Source: an optimization exercise on an open RTL-to-GDS flow (aim: small area and a short achievable clock period). Production flows keep margins and buffers that such runs may drop. RTL that was checked went through simulation tests only; none was proved equivalent to the original. Power figures rest on the tool's default switching activity, not on a simulated workload.

==> run a: inputs <==
## pipeline
module pipeline(
	input				clk,			 
	input				rst_n,		 
	output [9:0]	imem_addr,	 
	input  [15:0]	imem_data,	 
	output			wb_en,		 
	output [3:0]	wb_addr,		 
	output [15:0]	wb_data		 
);
clock: 6.0 ns
lec_check: 0
cap_margin: 20
core_margin: 2
core_utilization: 40
setup_slack_margin: 3.2
slew_margin: 20
run.sh (not shown) runs the stock make flow with config.mk's settings and CLKGATE_MAP_FILE= SYNTH_SCRIPT=/design/flow/synth_recipe.tcl, a recipe that flattens the netlist after the stock synthesis.
==> run b (differences from run a) <==
--- a/flow/design.v
+++ b/flow/design.v
@@ -17,13 +17,13 @@
 reg        E_sub;     
 reg [15:0] R1E;
 reg [15:0] R2E;       
 reg [15:0] saida_ula;
 reg        mult, mult1, mult2, mult3;
 reg [3:0]  M0_rd, M1_rd, M2_rd, M3_rd;
-reg [15:0] aux2, aux3;
+reg [15:0] aux3;
 reg [3:0]  W_rd;
 reg        W_nz;
 reg [15:0] saida_ulaW;
 reg [15:0] registers [15:0];
 assign imem_addr = PC;
 assign wb_en   = rst_n & W_nz;
@@ -47,14 +47,22 @@
 end
 wire [3:0] D_op = IRD[15:12];
 wire D_imm = (D_op == 4'h3) || (D_op == 4'h7) || (D_op == 4'h8) ||
              (D_op == 4'h9) || (D_op == 4'hA) || (D_op == 4'hB);
 wire D_sub = (D_op == 4'h2) || (D_op == 4'h3) || (D_op == 4'hB);
 wire D_mul = (D_op == 4'hC);
-wire [15:0] rs_val = registers[IRD[7:4]];
-wire [15:0] rt_val = registers[IRD[3:0]];
+reg [15:0] rs_val, rt_val;
+integer j;
+always @(*) begin
+	rs_val = 16'd0;
+	rt_val = 16'd0;
+	for (j = 0; j < 16; j = j + 1) begin
+		rs_val = rs_val | (registers[j] & {16{IRD[7:4] == j}});
+		rt_val = rt_val | (registers[j] & {16{IRD[3:0] == j}});
+	end
+end
 always @(posedge clk) begin
 	if (!rst_n) begin
 		E_op <= 4'd0;
 		E_nz <= 1'b0;
 		mult <= 1'b0;
 	end else begin
@@ -420,14 +428,16 @@
 wire mw326 = (mw298 & mcs[45]) | (mw298 & mw297) | (mcs[45] & mw297);
 wire mw327 = mw300 ^ mcs[49] ^ mw299;
 wire mw328 = (mw300 & mcs[49]) | (mw300 & mw299) | (mcs[49] & mw299);
 wire mw329 = mw302 ^ mcs[53] ^ mw301;
 wire mw330 = (mw302 & mcs[53]) | (mw302 & mw301) | (mcs[53] & mw301);
 wire mw331 = mw304 ^ mcs[57] ^ mw303;
-wire [15:0] mrow0 = {mw331, mw329, mw327, mw325, mw323, mw321, mw319, mw317, mw315, mw313, mw311, mw309, mw307, mw305, mcs[1], mcs[0]};
-wire [15:0] mrow1 = {mw330, mw328, mw326, mw324, mw322, mw320, mw318, mw316, mw314, mw312, mw310, mw308, mw306, mcs[5], mcs[2], 1'b0};
+reg [30:0] mcs2;  
+always @(posedge clk) mcs2 <= {mw330, mw331, mw328, mw329, mw326, mw327, mw324, mw325, mw322, mw323, mw320, mw321, mw318, mw319, mw316, mw317, mw314, mw315, mw312, mw313, mw310, mw311, mw308, mw309, mw306, mw307, mcs[5], mw305, mcs[2], mcs[1], mcs[0]};
+wire [15:0] mrow0 = {mcs2[29], mcs2[27], mcs2[25], mcs2[23], mcs2[21], mcs2[19], mcs2[17], mcs2[15], mcs2[13], mcs2[11], mcs2[9], mcs2[7], mcs2[5], mcs2[3], mcs2[1], mcs2[0]};
+wire [15:0] mrow1 = {mcs2[30], mcs2[28], mcs2[26], mcs2[24], mcs2[22], mcs2[20], mcs2[18], mcs2[16], mcs2[14], mcs2[12], mcs2[10], mcs2[8], mcs2[6], mcs2[4], mcs2[2], 1'b0};
 wire [15:0] mprod = mrow0 + mrow1;
 always @(posedge clk) begin
 	if (!rst_n) begin
 		mult1 <= 1'b0;
 		mult2 <= 1'b0;
 		mult3 <= 1'b0;
@@ -438,25 +448,22 @@
 	end
 end
 always @(posedge clk) begin
 	M1_rd <= M0_rd;
 	M2_rd <= M1_rd;
 	M3_rd <= M2_rd;
-	aux2  <= mprod;
-	aux3  <= aux2;
+	aux3  <= mprod;
 end
 always @(posedge clk) begin
 	if (!rst_n) W_nz <= 1'b0;
 	else        W_nz <= mult3 | E_nz;
 	W_rd       <= mult3 ? M3_rd : E_rd;
 	saida_ulaW <= mult3 ? aux3 : ula;
 end
-integer i;
-always @(posedge clk) begin
-	for (i = 0; i < 16; i = i + 1) begin
-		if (!rst_n)
-			registers[i] <= (i == 1 || i == 2) ? 16'd3 : 16'd0;
-		else if (W_nz && W_rd == i)
-			registers[i] <= saida_ulaW;
-	end
-end
+wire [15:0] wd_rst = saida_ulaW & {16{rst_n}};
+genvar g;
+generate for (g = 0; g < 16; g = g + 1) begin : rf
+	wire we = !rst_n || (W_nz && W_rd == g);
+	wire [15:0] wd = (g == 1 || g == 2) ? (wd_rst | {14'd0, !rst_n, !rst_n}) : wd_rst;
+	always @(posedge clk) if (we) registers[g] <= wd;
+end endgenerate
 endmodule
CTS_BUF_LIST = sky130_fd_sc_hd__clkbuf_8   (was default)
CTS_CLUSTER_SIZE = 30   (was default)
SETUP_SLACK_MARGIN = 3.4   (was 3.2)
==> run c (differences from run a) <==
--- a/flow/design.v
+++ b/flow/design.v
@@ -17,13 +17,13 @@
 reg        E_sub;     
 reg [15:0] R1E;
 reg [15:0] R2E;       
 reg [15:0] saida_ula;
 reg        mult, mult1, mult2, mult3;
 reg [3:0]  M0_rd, M1_rd, M2_rd, M3_rd;
-reg [15:0] aux2, aux3;
+reg [15:0] aux3;
 reg [3:0]  W_rd;
 reg        W_nz;
 reg [15:0] saida_ulaW;
 reg [15:0] registers [15:0];
 assign imem_addr = PC;
 assign wb_en   = rst_n & W_nz;
@@ -47,14 +47,22 @@
 end
 wire [3:0] D_op = IRD[15:12];
 wire D_imm = (D_op == 4'h3) || (D_op == 4'h7) || (D_op == 4'h8) ||
              (D_op == 4'h9) || (D_op == 4'hA) || (D_op == 4'hB);
 wire D_sub = (D_op == 4'h2) || (D_op == 4'h3) || (D_op == 4'hB);
 wire D_mul = (D_op == 4'hC);
-wire [15:0] rs_val = registers[IRD[7:4]];
-wire [15:0] rt_val = registers[IRD[3:0]];
+reg [15:0] rs_val, rt_val;
+integer j;
+always @(*) begin
+	rs_val = 16'd0;
+	rt_val = 16'd0;
+	for (j = 0; j < 16; j = j + 1) begin
+		rs_val = rs_val | (registers[j] & {16{IRD[7:4] == j}});
+		rt_val = rt_val | (registers[j] & {16{IRD[3:0] == j}});
+	end
+end
 always @(posedge clk) begin
 	if (!rst_n) begin
 		E_op <= 4'd0;
 		E_nz <= 1'b0;
 		mult <= 1'b0;
 	end else begin
@@ -420,15 +428,18 @@
 wire mw326 = (mw298 & mcs[45]) | (mw298 & mw297) | (mcs[45] & mw297);
 wire mw327 = mw300 ^ mcs[49] ^ mw299;
 wire mw328 = (mw300 & mcs[49]) | (mw300 & mw299) | (mcs[49] & mw299);
 wire mw329 = mw302 ^ mcs[53] ^ mw301;
 wire mw330 = (mw302 & mcs[53]) | (mw302 & mw301) | (mcs[53] & mw301);
 wire mw331 = mw304 ^ mcs[57] ^ mw303;
-wire [15:0] mrow0 = {mw331, mw329, mw327, mw325, mw323, mw321, mw319, mw317, mw315, mw313, mw311, mw309, mw307, mw305, mcs[1], mcs[0]};
-wire [15:0] mrow1 = {mw330, mw328, mw326, mw324, mw322, mw320, mw318, mw316, mw314, mw312, mw310, mw308, mw306, mcs[5], mcs[2], 1'b0};
-wire [15:0] mprod = mrow0 + mrow1;
+wire [12:0] mlo = {1'b0, mw323, mw321, mw319, mw317, mw315, mw313, mw311, mw309, mw307, mw305, mcs[1], mcs[0]} + {1'b0, mw322, mw320, mw318, mw316, mw314, mw312, mw310, mw308, mw306, mcs[5], mcs[2], 1'b0};
+reg [12:0] mlo_q;  
+reg [7:0] mcs2;  
+always @(posedge clk) begin mlo_q <= mlo; mcs2 <= {mw330, mw331, mw328, mw329, mw326, mw327, mw324, mw325}; end
+wire [3:0] mhi = {mcs2[6], mcs2[4], mcs2[2], mcs2[0]} + {mcs2[7], mcs2[5], mcs2[3], mcs2[1]} + mlo_q[12];
+wire [15:0] mprod = {mhi, mlo_q[11:0]};
 always @(posedge clk) begin
 	if (!rst_n) begin
 		mult1 <= 1'b0;
 		mult2 <= 1'b0;
 		mult3 <= 1'b0;
 	end else begin
@@ -438,25 +449,22 @@
 	end
 end
 always @(posedge clk) begin
 	M1_rd <= M0_rd;
 	M2_rd <= M1_rd;
 	M3_rd <= M2_rd;
-	aux2  <= mprod;
-	aux3  <= aux2;
+	aux3  <= mprod;
 end
 always @(posedge clk) begin
 	if (!rst_n) W_nz <= 1'b0;
 	else        W_nz <= mult3 | E_nz;
 	W_rd       <= mult3 ? M3_rd : E_rd;
 	saida_ulaW <= mult3 ? aux3 : ula;
 end
-integer i;
-always @(posedge clk) begin
-	for (i = 0; i < 16; i = i + 1) begin
-		if (!rst_n)
-			registers[i] <= (i == 1 || i == 2) ? 16'd3 : 16'd0;
-		else if (W_nz && W_rd == i)
-			registers[i] <= saida_ulaW;
-	end
-end
+wire [15:0] wd_rst = saida_ulaW & {16{rst_n}};
+genvar g;
+generate for (g = 0; g < 16; g = g + 1) begin : rf
+	wire we = !rst_n || (W_nz && W_rd == g);
+	wire [15:0] wd = (g == 1 || g == 2) ? (wd_rst | {14'd0, !rst_n, !rst_n}) : wd_rst;
+	always @(posedge clk) if (we) registers[g] <= wd;
+end endgenerate
 endmodule
==> flow/flow/run.sh (new file) <==
#!/bin/bash
set -euo pipefail
export BUFFER_PORTS_ARGS="-buffer_cell sky130_fd_sc_hd__buf_2"
bash standard.sh finish > standard_flow.log 2>&1
==> flow/standard.sh (new file) <==
#!/bin/bash
# synth_recipe.tcl (not shown) runs the flow's synth.tcl, then flattens the netlist and writes it again
# the make line also repeats each setting of config.mk as NAME=value (left out here)
make -C /OpenROAD-flow-scripts/flow DESIGN_CONFIG=/design/flow/config.mk WORK_HOME=/design/flow/orfs CLKGATE_MAP_FILE= SYNTH_SCRIPT=/design/flow/synth_recipe.tcl "${@:-finish}"
CORE_UTILIZATION = 55   (was 40)
CTS_BUF_LIST = sky130_fd_sc_hd__clkbuf_8   (was default)
CTS_CLUSTER_DIAMETER = 60   (was default)
CTS_CLUSTER_SIZE = 15   (was default)
SETUP_SLACK_MARGIN = 3.4   (was 3.2)
removed: flow/run.sh
==> flow_summary.rst <==
.. list-table::
   :header-rows: 1

   * - Metric
     - Value
   * - Tap cell count
     - 765
   * - Number of flip-flops and latches
     - 499
   * - Outcome
     - no timing/DRC/antenna violations
   * - Sequential cell area in the final layout
     - 12,600 um^2
   * - Detailed Routing Iterations Pass 1
     - 7
   * - Sw power
     - 0.00310 W
   * - Area used by multi-input combinational logic
     - 10,400 um^2
   * - Sink count of the clock tree
     - 499
   * - Sum of buffers and inverters on the critical path
     - 2
   * - Plain + repair buffers
     - 141
the above is filed under run b

==> flow_summary.rst <==
.. list-table::
   :header-rows: 1

   * - Metric
     - Value
   * - Count of clock-net buffers in the final layout
     - 71
   * - Area used by multi-input combinational logic
     - 13,600 um^2
   * - Plain + repair buffers
     - 156
   * - Tap cell count
     - 782
   * - Sink count of the clock tree
     - 484
   * - Outcome
     - no timing/DRC/antenna violations
   * - Sequential cell area in the final layout
     - 9810 um^2
   * - Leading post-synthesis cells by cell area
     - sky130_fd_sc_hd__dfxtp_1 40%, sky130_fd_sc_hd__nand2_1 10%, sky130_fd_sc_hd__a21oi_1 7.3%
   * - Sum of buffers and inverters on the critical path
     - 0
   * - Detailed Routing Iterations Pass 1
     - 10
the above is filed under run a

==> flow_summary.rst <==
.. list-table::
   :header-rows: 1

   * - Metric
     - Value
   * - Timing endpoint of the critical path
     - wb_en
   * - Outcome
     - no timing/DRC/antenna violations
   * - Sink count of the clock tree
     - 489
   * - Sum of buffers and inverters on the critical path
     - 2
   * - Detailed Routing Iterations Pass 1
     - 9
   * - Sequential cell area in the final layout
     - 12,400 um^2
   * - Total combinational power
     - 0.00233 W
   * - Plain + repair buffers
     - 157
   * - Number of flip-flops and latches
     - 489
the above is filed under run c

For run a and run c, only the layout was checked, not whether the RTL still works.

port drivers added, routing unchanged:
The flow's constraints put no driver on any port. The routed layouts listed below were extracted and timed again, unchanged, in two steps.
Step 1 (the two cells are an assumption about what drives the block):
set clk [get_ports {clk}]
set_driving_cell -lib_cell sky130_fd_sc_hd__clkbuf_16 $clk
set_driving_cell -lib_cell sky130_fd_sc_hd__buf_2 [delete_from_list [all_inputs] $clk]
Step 2 adds t to the input delays and takes it off the output delays; t is the mean of the earliest and latest rising clock arrival at the registers after step 1. Input paths then give back, and output paths get back, about the clock's delay inside the block.
a / b / c = ideal ports / drivers / drivers and shift; a / b = the first two.
run	shift t [ns]	setup WS [ns]	worst setup path after step 2	worst register clock-pin slew, ns	worst data-port slew with drivers (ns)
run a	0.688	3.018 / 3.018 / 2.737	input to register	0.07 / 0.07	0.04
run b	0.724	3.274 / 3.244 / 2.825	input to register	0.07 / 0.07	0.08
run c	0.712	3.255 / 3.179 / 2.725	input to register	0.11 / 0.11	0.11
After both steps setup and hold are still met in every run listed. The setup slack of run c, which loses most, moves by -0.076 ns with the drivers and by -0.530 ns with both steps.
